This design comes from an exercise in tuning for a short achievable clock period and few clock cycles on the open sky130 flow, not from production work. Where RTL was checked, it was by simulation tests only, not by an equivalence proof against the original. Power is estimated from default activity; no workload was simulated.

==> inputs of run a <==
Design computer, start of the top module:
module computer(
	output wire [7:0] port_out_00,
	output wire [7:0] port_out_01,
	output wire [7:0] port_out_02,
	output wire [7:0] port_out_03,
	output wire [7:0] port_out_04,
	output wire [7:0] port_out_05,
	output wire [7:0] port_out_06,
	output wire [7:0] port_out_07,
	output wire [7:0] port_out_08,
	output wire [7:0] port_out_09,
	output wire [7:0] port_out_10,
	output wire [7:0] port_out_11,
	output wire [7:0] port_out_12,
	output wire [7:0] port_out_13,
	output wire [7:0] port_out_14,
	output wire [7:0] port_out_15,
	input wire [7:0] port_in_00,
	input wire [7:0] port_in_01,
	input wire [7:0] port_in_02,
	input wire [7:0] port_in_03,
	input wire [7:0] port_in_04,
	input wire [7:0] port_in_05,
	input wire [7:0] port_in_06,
	input wire [7:0] port_in_07,
	input wire [7:0] port_in_08,
	input wire [7:0] port_in_09,
	input wire [7:0] port_in_10,
	input wire [7:0] port_in_11,
	input wire [7:0] port_in_12,
	input wire [7:0] port_in_13,
	input wire [7:0] port_in_14,
	input wire [7:0] port_in_15,
	output wire [6:0] rom_addr,
	input wire [7:0] rom_data,
	input wire clk, reset
	);
	wire [7:0] address, to_memory, from_memory;
	wire write;
	wire [127:0] port_out, port_in, sel;
	assign port_out_00 = port_out[7:0];
	assign port_out_01 = port_out[15:8];
	assign port_out_02 = port_out[23:16];
	assign port_out_03 = port_out[31:24];
	assign port_out_04 = port_out[39:32];
	assign port_out_05 = port_out[47:40];
	assign port_out_06 = port_out[55:48];
	assign port_out_07 = port_out[63:56];
	assign port_out_08 = port_out[71:64];
	assign port_out_09 = port_out[79:72];
	assign port_out_10 = port_out[87:80];
	assign port_out_11 = port_out[95:88];
	assign port_out_12 = port_out[103:96];
	assign port_out_13 = port_out[111:104];
	assign port_out_14 = port_out[119:112];
	assign port_out_15 = port_out[127:120];
  ...
export LEC_CHECK = 0
export CAP_MARGIN = 40
export CORE_MARGIN = 2
export CORE_UTILIZATION = 35
export PLACE_DENSITY = 0.45
export SETUP_SLACK_MARGIN = 5
export SLEW_MARGIN = 40
create_clock -name core_clock -period 8.0 [get_ports {clk}]
run.sh (not shown) runs the stock make flow with config.mk's settings and CLKGATE_MAP_FILE= SYNTH_SCRIPT=/design/flow/synth_recipe.tcl, a recipe that flattens the netlist after the stock synthesis.
==> run b: changes against run a <==
- ABC_CLOCK_PERIOD_IN_PS: unset -> 2500
- CAP_MARGIN: 40 -> 20
- SLEW_MARGIN: 40 -> 20
==> run c: changes against run a <==
- CORE_UTILIZATION: 35 -> 40
- PLACE_DENSITY: 0.45 -> 0.5
==> notes <==
- The lowest global-route usage belongs to run b, the highest to run c.
- Cell count, highest first: run a, run b, run c.
- Run a finished with timing, DRC and antenna clean. Run c completed without violations. Run b produced a layout that fails on slew limit.
- Against run c, the combinational power of run b is smaller by about 3%.
- Sequential power is about the same in run b and run a.
- In design area, run b and run c hardly differ.
- Flip-flop and latch count is the same in run a and run c.
- The highest non-clock buffer count belongs to run c, the lowest to run b.
Testbench counts of run a, summed over its fixed seeds: cycles 44,847.
Testbench counts of run b, summed over its fixed seeds: cycles 44,847.
Testbench counts of run c, summed over its fixed seeds: cycles 44,847.


==> inputs of 12-21 <==
computer, a different RTL version from the one above (not shown whole).
Design computer, start of the top module:
module computer(
	output wire [7:0] port_out_00,
	output wire [7:0] port_out_01,
	output wire [7:0] port_out_02,
	output wire [7:0] port_out_03,
	output wire [7:0] port_out_04,
	output wire [7:0] port_out_05,
	output wire [7:0] port_out_06,
	output wire [7:0] port_out_07,
	output wire [7:0] port_out_08,
	output wire [7:0] port_out_09,
	output wire [7:0] port_out_10,
	output wire [7:0] port_out_11,
	output wire [7:0] port_out_12,
	output wire [7:0] port_out_13,
	output wire [7:0] port_out_14,
	output wire [7:0] port_out_15,
	input wire [7:0] port_in_00,
	input wire [7:0] port_in_01,
	input wire [7:0] port_in_02,
	input wire [7:0] port_in_03,
	input wire [7:0] port_in_04,
	input wire [7:0] port_in_05,
	input wire [7:0] port_in_06,
	input wire [7:0] port_in_07,
	input wire [7:0] port_in_08,
	input wire [7:0] port_in_09,
	input wire [7:0] port_in_10,
	input wire [7:0] port_in_11,
	input wire [7:0] port_in_12,
	input wire [7:0] port_in_13,
	input wire [7:0] port_in_14,
	input wire [7:0] port_in_15,
	output wire [6:0] rom_addr,
	input wire [7:0] rom_data,
	input wire clk, reset
	);
make LEC_CHECK=0 ABC_CLOCK_PERIOD_IN_PS=2500 CAP_MARGIN=20 CORE_MARGIN=2 CORE_UTILIZATION=40 SETUP_SLACK_MARGIN=5 SLEW_MARGIN=20 finish   # period 8.0 ns
==> 06-23 (differences from 12-21) <==
--- a/flow/design.v
+++ b/flow/design.v
@@ -1,13 +1,12 @@
 module cpu(
 	output wire [6:0] rom_addr,
 	input  wire [7:0] rom_data,
 	output wire [7:0] mem_addr,
-	output wire [127:0] mem_sel,
 	output wire [7:0] mem_wdata,
 	output wire       mem_we,
 	input  wire [7:0] mem_rdata,
 	input  wire       clk, reset
 	);
 	localparam [7:0] LDA_IMM = 8'h86, LDA_DIR = 8'h87, LDB_IMM = 8'h88, LDB_DIR = 8'h89,
 	                 STA_DIR = 8'h96, STB_DIR = 8'h97,
 	                 ADD_AB = 8'h42, SUB_AB = 8'h43, AND_AB = 8'h44, OR_AB = 8'h45,
@@ -21,19 +20,18 @@
 	reg       rl;         
 	reg       rlb;        
 	reg       opnd;       
 	reg [2:0] pk;         
 	reg       pb;         
 	reg [3:0] pc;         
 	reg [7:0] A, B;
 	reg       N, Z, V, C;
-	reg [7:0]   ib;
-	reg [127:0] ibh;      
-	reg         ev;
+	reg [7:0] ib;
+	reg       ev;
 	reg       e_add, e_sub, e_and, e_or, e_xor, e_inca, e_deca, e_nota,
 	          e_incb, e_decb, e_notb;
 	reg       e_ldi, e_ldm, e_st, e_b;
 	assign rom_addr = fa;
 	wire [7:0] b = rom_data;
 	reg taken;
 	always @(*) begin
 		case (pc)
@@ -83,23 +81,22 @@
 				pc   <= b[3:0];
 			end else if (is_opd) begin
 				opnd <= 1'b0;
 			end
 		end
 	end
 	always @(posedge clk or negedge reset) begin
 		if (!reset) begin
-			ib <= 8'd0; ibh <= 128'd0; ev <= 1'b0;
+			ib <= 8'd0; ev <= 1'b0;
 			{e_add, e_sub, e_and, e_or, e_xor, e_inca, e_deca, e_nota,
 			 e_incb, e_decb, e_notb} <= 11'd0;
 			{e_ldi, e_ldm, e_st, e_b} <= 4'd0;
 		end else if (rv) begin
 			ib <= b;
-			ibh <= 128'd1 << b[6:0];
 			ev <= 1'b1;
 			e_add  <= is_opc && b == ADD_AB;
 			e_sub  <= is_opc && b == SUB_AB;
 			e_and  <= is_opc && b == AND_AB;
 			e_or   <= is_opc && b == OR_AB;
 			e_xor  <= is_opc && b == XOR_AB;
 			e_inca <= is_opc && b == INCA;
 			e_deca <= is_opc && b == DECA;
@@ -112,17 +109,16 @@
 			e_st   <= is_opd && pk == K_ST;
 			e_b    <= pb;
 		end else if (!rl) begin
 			ev <= 1'b0;
 		end
 	end
 	wire x = ev && !rl;    
 	assign mem_addr  = ib;
-	assign mem_sel   = ibh;
 	assign mem_wdata = e_b ? B : A;
 	assign mem_we    = x && e_st;
 	wire [8:0] add_s  = {1'b0, B} + {1'b0, A};
 	wire [7:0] sub_r  = A - B;
 	wire       b_nz   = |B;
 	wire [7:0] negb   = 8'd0 - B;
 	wire       sub_c  = (A >= B) && b_nz;
 	wire       sub_v  = (negb[7] == A[7]) && (sub_r[7] != A[7]);
@@ -197,76 +193,70 @@
 			if (f_w) begin
 				N <= f_r[7]; Z <= f_r == 8'd0; V <= v_n; C <= c_n;
 			end
 		end
 	end
 endmodule
 module port_out8_sync(
 	output reg [127:0] port_out,
-	input  wire [15:0] sel,
+	input  wire [7:0]  address,
 	input  wire [7:0]  data_in,
 	input  wire        write, clk, reset
 	);
 	integer i;
-	always @(posedge clk)
-		for (i = 0; i < 16; i = i + 1)
-			if (!reset)
-				port_out[8*i +: 8] <= 8'h00;
-			else if (write && sel[i])
-				port_out[8*i +: 8] <= data_in;
+	always @(posedge clk or negedge reset) begin
+		if (!reset)
+			port_out <= 128'd0;
+		else if (write && address[7:4] == 4'hE)
+			for (i = 0; i < 16; i = i + 1)
+				if (address[3:0] == i)
+					port_out[8*i +: 8] <= data_in;
+	end
 endmodule
 module rw_96x8_sync(
-	output wire [767:0] words,
-	input  wire [95:0]  sel,
-	input  wire         WE,
-	input  wire [7:0]   data_in,
-	input  wire         clk
+	output wire [7:0] data_out,
+	input  wire [7:0] address,
+	input  wire       WE,
+	input  wire [7:0] data_in,
+	input  wire       clk
 	);
 	reg [7:0] RW [0:95];
-	genvar g;
-	generate
-		for (g = 0; g < 96; g = g + 1) begin : w
-			always @(posedge clk)
-				if (WE && sel[g])
-					RW[g] <= data_in;
-			assign words[8*g +: 8] = RW[g];
-		end
-	endgenerate
+	always @(posedge clk)
+		if (WE && address[7] && address[6:0] < 7'd96)
+			RW[address[6:0]] <= data_in;
+	assign data_out = RW[address[6:0]];
 endmodule
 module memory(
 	output wire [127:0] port_out,
 	output reg  [7:0]   data_out,
 	input  wire [127:0] port_in,
 	input  wire [7:0]   address,
-	input  wire [127:0] sel,
 	input  wire [7:0]   data_in,
 	input  wire         write, clk, reset
 	);
-	wire [767:0] ram_words;
-	integer i;
+	wire [7:0] rw_data_out;
 	always @(*) begin
-		data_out = 8'd0;
-		for (i = 0; i < 96; i = i + 1)
-			data_out = data_out | ({8{sel[i]}} & ram_words[8*i +: 8]);
-		for (i = 0; i < 16; i = i + 1)
-			data_out = data_out | ({8{sel[112 + i]}} & port_in[8*i +: 8]);
+		if (address[7:4] == 4'hF)
+			data_out = port_in[8*address[3:0] +: 8];
+		else
+			data_out = rw_data_out;
 	end
 	port_out8_sync port_out_sync(
 		.port_out(port_out),
-		.sel(sel[111:96]),
+		.address(address),
 		.data_in(data_in),
-		.write(write && address[7]),
+		.write(write),
 		.clk(clk),
 		.reset(reset)
 	);
 	rw_96x8_sync rw_sync(
-		.words(ram_words),
-		.sel(sel[95:0]),
-		.WE(write && address[7]),
+		.data_out(rw_data_out),
+		.address(address),
+		.WE(write),
 		.data_in(data_in),
 		.clk(clk)
 	);
 endmodule
 module computer(
 	output wire [7:0] port_out_00,
 	output wire [7:0] port_out_01,
 	output wire [7:0] port_out_02,
@@ -300,17 +290,17 @@
 	input wire [7:0] port_in_14,
 	input wire [7:0] port_in_15,
 	output wire [6:0] rom_addr,
 	input wire [7:0] rom_data,
 	input wire clk, reset
 	);
 	wire [7:0] address, to_memory, from_memory;
 	wire write;
-	wire [127:0] port_out, port_in, sel;
+	wire [127:0] port_out, port_in;
 	assign port_out_00 = port_out[7:0];
 	assign port_out_01 = port_out[15:8];
 	assign port_out_02 = port_out[23:16];
 	assign port_out_03 = port_out[31:24];
 	assign port_out_04 = port_out[39:32];
 	assign port_out_05 = port_out[47:40];
 	assign port_out_06 = port_out[55:48];
 	assign port_out_07 = port_out[63:56];
@@ -322,27 +312,25 @@
 	assign port_out_13 = port_out[111:104];
 	assign port_out_14 = port_out[119:112];
 	assign port_out_15 = port_out[127:120];
 	assign port_in = {port_in_15, port_in_14, port_in_13, port_in_12, port_in_11, port_in_10, port_in_09, port_in_08, port_in_07, port_in_06, port_in_05, port_in_04, port_in_03, port_in_02, port_in_01, port_in_00};
 	cpu cpu_1(
 		.rom_addr(rom_addr),
 		.rom_data(rom_data),
 		.mem_addr(address),
-		.mem_sel(sel),
 		.mem_wdata(to_memory),
 		.mem_we(write),
 		.mem_rdata(from_memory),
 		.clk(clk),
 		.reset(reset)
 	);
 	memory memory_1(
 		.port_out(port_out),
 		.data_out(from_memory),
 		.port_in(port_in),
 		.address(address),
-		.sel(sel),
 		.data_in(to_memory),
 		.write(write),
 		.clk(clk),
 		.reset(reset)
 	);
 endmodule
==> impl_metrics.env <==
export IMPL_outcome="timing/DRC/antenna clean"
export IMPL_worstMarginPinSlew_ns=1.13
export IMPL_fin_area_um2=52600
export IMPL_r2r_start="cpu_1.ib[0]"
export IMPL_wirelength_mm=127
export IMPL_placed_cells=4189
export IMPL_holdCritStartpoint="cpu_1.pc[3]"
export IMPL_grt_total_usage=0.234
export IMPL_yosysWarnings=4
export IMPL_seq_cell_count=966
export IMPL_detail_route_iter0_violations=2833
export IMPL_pg_clk_mw=4.57
export IMPL_initial_utilization=0.404
export IMPL_synth_mux_area_frac=0.150
export IMPL_synthArstFlopShare=0.205
export IMPL_regArea_um2=28100
export IMPL_grt_first_pass_wirelength_mm=186
export IMPL_syn_avg_cell_area_um2=15.7
export IMPL_p_per_area_nw_per_um2=267
That was 06-23.
==> impl_metrics.env <==
export IMPL_avgRoutedWirePerCell_um=37.5
export IMPL_synth_mux_area_frac=0.00986
export IMPL_r2r_end="cpu_1.B[6]"
export IMPL_worstMarginPinSlew_ns=1.22
export IMPL_synthSimpleGateAreaFrac=0.0756
export IMPL_grt_first_pass_wirelength_mm=255
export IMPL_p_per_area_nw_per_um2=269
export IMPL_pg_clk_mw=5.23
export IMPL_grt_total_usage=0.330
export IMPL_r2r_start="cpu_1.ibh[43]"
export IMPL_initial_utilization=0.402
export IMPL_dr_max_layer_used="met5"
export IMPL_regArea_um2=30600
export IMPL_placed_cells=4817
export IMPL_holdCritStartpoint="cpu_1.N"
export IMPL_outcome="timing/DRC/antenna clean"
That was 12-21.
Testbench counts of 06-23, summed over its fixed seeds: cycles 60,028.
Only the layout flow was run in 12-21; the RTL was not checked for function there.

-- what the ideal ports hide --
Ports are ideal in the flow. The routed layouts listed here were re-timed in OpenROAD. Step 1 sets driving cells, clkbuf_16 on the clock port and buf_2 on the other inputs (assumed; they add their load-dependent delay and slew). Step 2 times the ports against the registers' clock, not the clock port: input delays grow and output delays shrink by t, the midpoint of the rising clock arrivals with the driver on. Three values: no drivers, after step 1, after step 2; two values: the first two.
run | shift t [ns] | slack for setup (ns) | worst hold slack (ns) | latest minus earliest clock arrival (ns) | worst register clock-pin slew, ns
run a | 1.020 | 4.732 / 4.732 / 3.909 | 0.446 / 0.446 / 0.446 | 0.131 / 0.131 | 0.07 / 0.07
run b | 1.006 | 4.679 / 4.679 / 3.995 | 0.444 / 0.444 / 0.444 | 0.129 / 0.129 | 0.07 / 0.07
run c | 0.988 | 4.684 / 4.684 / 3.942 | 0.449 / 0.449 / 0.449 | 0.137 / 0.137 | 0.08 / 0.08
12-21 | 0.779 | 4.742 / 4.742 / 4.077 | 0.482 / 0.482 / 0.482 | 0.106 / 0.107 | 0.07 / 0.07
06-23 | 0.737 | 4.795 / 4.795 / 4.177 | 0.485 / 0.485 / 0.485 | 0.031 / 0.032 | 0.07 / 0.07
The setup slack of run a, which loses most, moves by 0.000 ns with the drivers and by -0.823 ns with both steps.
